Source: an optimization exercise on an open RTL-to-GDS flow (aim: small area). Production flows keep margins and buffers that such runs may drop. Only simulation tests tie the RTL to the original design; equivalence was not proved. Power and IR drop assume default switching activity.

// router
module router(input clk, rst,
              read_enb_0, read_enb_1, read_enb_2, pkt_valid,
              input [7:0] data_in,
              output vld_out_0, vld_out_1, vld_out_2, err, busy,
              output [7:0] data_out_0, data_out_1, data_out_2);
export LEC_CHECK = 0
export CAP_MARGIN = 0
export CORE_MARGIN = 2
export CORE_UTILIZATION = 60
export SLEW_MARGIN = 0
create_clock -name core_clock -period 5.0 [get_ports {clk}]
standard.sh (not shown) runs the stock make flow with config.mk's settings and CLKGATE_MAP_FILE= SYNTH_SCRIPT=/design/flow/synth_recipe.tcl, a recipe that flattens the netlist after the stock synthesis.
==> flow/flow/run.sh <==
#!/bin/bash
# Layout flow: the standard synthesis, its combinational logic re-mapped for
# area, then the standard layout steps with a leaner clock tree (clkbuf_8
# only, no dummy loads) and buf_1 cells as the port buffers.
set -euo pipefail
here=$(pwd)
flowdir=$here/flow
res=$here/orfs/results/$FLOW_PLATFORM/router/base
lib=$FLOW_HOME/platforms/$FLOW_PLATFORM/lib/sky130_fd_sc_hd__tt_025C_1v80.lib
YOSYS=$(command -v yosys || echo /OpenROAD-flow-scripts/tools/install/yosys/bin/yosys)

export CTS_ARGS="-sink_clustering_enable -repair_clock_nets -dont_use_dummy_load -buf_list sky130_fd_sc_hd__clkbuf_8 -sink_clustering_size 20 -sink_clustering_max_diameter 50"
export BUFFER_PORTS_ARGS="-buffer_cell sky130_fd_sc_hd__buf_1"

# 1. standard synthesis
bash standard.sh synth > synth_standard.log 2>&1

# 2. re-map the combinational logic
dont_use=""
for c in $(cat "$flowdir/dont_use.txt"); do dont_use="$dont_use -dont_use $c"; done
python3 "$flowdir/genmodels.py" "$lib" "$here/comb_models.v" > genmodels.log 2>&1
cp "$res/1_2_yosys.v" "$here/1_2_yosys.standard.v"
sed -e "s#@LIB@#$lib#g" -e "s#@MODELS@#$here/comb_models.v#" \
    -e "s#@NETLIST_IN@#$here/1_2_yosys.standard.v#" -e "s#@NETLIST_OUT@#$here/1_2_yosys.resynth.v#" \
    -e "s#@TOP@#$FLOW_TOP#" -e "s#@ABC_SCRIPT@#$flowdir/area.abc#" -e "s#@DONT_USE@#$dont_use#" \
    "$flowdir/resynth.ys.in" > resynth.ys
"$YOSYS" -s resynth.ys > resynth.log 2>&1
cp "$here/1_2_yosys.resynth.v" "$res/1_2_yosys.v"
rm -f "$res/1_synth.odb" "$res/1_synth.sdc"

# 3. the rest of the standard layout
bash standard.sh > layout_standard.log 2>&1
==> flow/flow/dont_use.txt <==
sky130_fd_sc_hd__probe_p_8
sky130_fd_sc_hd__probec_p_8
sky130_fd_sc_hd__lpflow_bleeder_1
sky130_fd_sc_hd__lpflow_clkbufkapwr_1
sky130_fd_sc_hd__lpflow_clkbufkapwr_16
sky130_fd_sc_hd__lpflow_clkbufkapwr_2
sky130_fd_sc_hd__lpflow_clkbufkapwr_4
sky130_fd_sc_hd__lpflow_clkbufkapwr_8
sky130_fd_sc_hd__lpflow_clkinvkapwr_1
sky130_fd_sc_hd__lpflow_clkinvkapwr_16
sky130_fd_sc_hd__lpflow_clkinvkapwr_2
sky130_fd_sc_hd__lpflow_clkinvkapwr_4
sky130_fd_sc_hd__lpflow_clkinvkapwr_8
sky130_fd_sc_hd__lpflow_decapkapwr_12
sky130_fd_sc_hd__lpflow_decapkapwr_3
sky130_fd_sc_hd__lpflow_decapkapwr_4
sky130_fd_sc_hd__lpflow_decapkapwr_6
sky130_fd_sc_hd__lpflow_decapkapwr_8
sky130_fd_sc_hd__lpflow_inputiso0n_1
sky130_fd_sc_hd__lpflow_inputiso0p_1
sky130_fd_sc_hd__lpflow_inputiso1n_1
sky130_fd_sc_hd__lpflow_inputiso1p_1
sky130_fd_sc_hd__lpflow_inputisolatch_1
sky130_fd_sc_hd__lpflow_isobufsrc_1
sky130_fd_sc_hd__lpflow_isobufsrc_16
sky130_fd_sc_hd__lpflow_isobufsrc_2
sky130_fd_sc_hd__lpflow_isobufsrc_4
sky130_fd_sc_hd__lpflow_isobufsrc_8
sky130_fd_sc_hd__lpflow_isobufsrckapwr_16
sky130_fd_sc_hd__lpflow_lsbuf_lh_hl_isowell_tap_1
sky130_fd_sc_hd__lpflow_lsbuf_lh_hl_isowell_tap_2
sky130_fd_sc_hd__lpflow_lsbuf_lh_hl_isowell_tap_4
sky130_fd_sc_hd__lpflow_lsbuf_lh_isowell_4
sky130_fd_sc_hd__lpflow_lsbuf_lh_isowell_tap_1
sky130_fd_sc_hd__lpflow_lsbuf_lh_isowell_tap_2
sky130_fd_sc_hd__lpflow_lsbuf_lh_isowell_tap_4
sky130_fd_sc_hd__nor3_1
sky130_fd_sc_hd__nor4_1
sky130_fd_sc_hd__nor3b_1
sky130_fd_sc_hd__nor4b_1
sky130_fd_sc_hd__nor4bb_1
sky130_fd_sc_hd__a2111oi_0
sky130_fd_sc_hd__nor3_2
sky130_fd_sc_hd__nor4_2
sky130_fd_sc_hd__a21boi_0
sky130_fd_sc_hd__o21ai_0
sky130_fd_sc_hd__o311ai_0
sky130_fd_sc_hd__and2_0
sky130_fd_sc_hd__or2_0
Other scripts of this flow, unchanged in this note and not shown: flow/flow/area.abc, flow/flow/genmodels.py, flow/flow/resynth.ys.in
The first run ran to the end with no violations.
==> next run, changes <==
--- a/flow/flow/dont_use.txt
+++ b/flow/flow/dont_use.txt
@@ -48,2 +48,6 @@
 sky130_fd_sc_hd__and2_0
 sky130_fd_sc_hd__or2_0
+sky130_fd_sc_hd__a21oi_1
+sky130_fd_sc_hd__nor2_1
+sky130_fd_sc_hd__nor2b_1
+sky130_fd_sc_hd__o21ai_1
CORE_UTILIZATION = 70   (was 60)
Die area shrinks by 12%.
Power shrinks by about 10%.
Combinational power shrinks by about 46%.
Via count shrinks by 0.49%.
==> next run, changes <==
--- a/flow/flow/dont_use.txt
+++ b/flow/flow/dont_use.txt
@@ -48,6 +48,2 @@
 sky130_fd_sc_hd__and2_0
 sky130_fd_sc_hd__or2_0
-sky130_fd_sc_hd__a21oi_1
-sky130_fd_sc_hd__nor2_1
-sky130_fd_sc_hd__nor2b_1
-sky130_fd_sc_hd__o21ai_1
Combinational power increases by well over a third.
Count of clock-buffer cells in the layout decreases by 2.
Worst setup slack improves by 0.18 ns.
Via count increases by a few percent.
Critical path depth increases by 1.
Flip-flop and latch count does not change.
Total power increases by a little under a tenth.
First-iteration DRC count increases by about a fifth.

## separate check: timing with driven ports
Ports are ideal in the flow. The routed layouts listed here were re-timed in OpenROAD. Step 1 (the two cells are an assumption about what drives the block):
set clk [get_ports {clk}]
set_driving_cell -lib_cell sky130_fd_sc_hd__clkbuf_16 $clk
set_driving_cell -lib_cell sky130_fd_sc_hd__buf_2 [delete_from_list [all_inputs] $clk]
Step 2 also shifts input and output timing later by t, the mid clock arrival at the registers, as if the neighbouring blocks saw the same clock. a / b / c = ideal / step 1 / step 2; a / b = the first two.
| run | shift t [ns] | setup WS [ns] | latest minus earliest clock arrival (ns) | slew at the worst register clock pin (ns) | pins driven straight from the clock port |
|---|---|---|---|---|---|
| the first run | 0.619 | 1.773 / 1.773 / 1.759 | 0.062 / 0.061 | 0.12 / 0.12 | 1 |
| the second run | 0.613 | 1.593 / 1.593 / 1.593 | 0.049 / 0.049 | 0.12 / 0.12 | 1 |
| the third run | 0.609 | 1.778 / 1.778 / 1.778 | 0.067 / 0.067 | 0.12 / 0.12 | 1 |
After both steps every run listed still meets setup and hold. For the first run, which loses most, drivers alone change the setup slack by 0.000 ns; drivers and shift together by -0.014 ns.
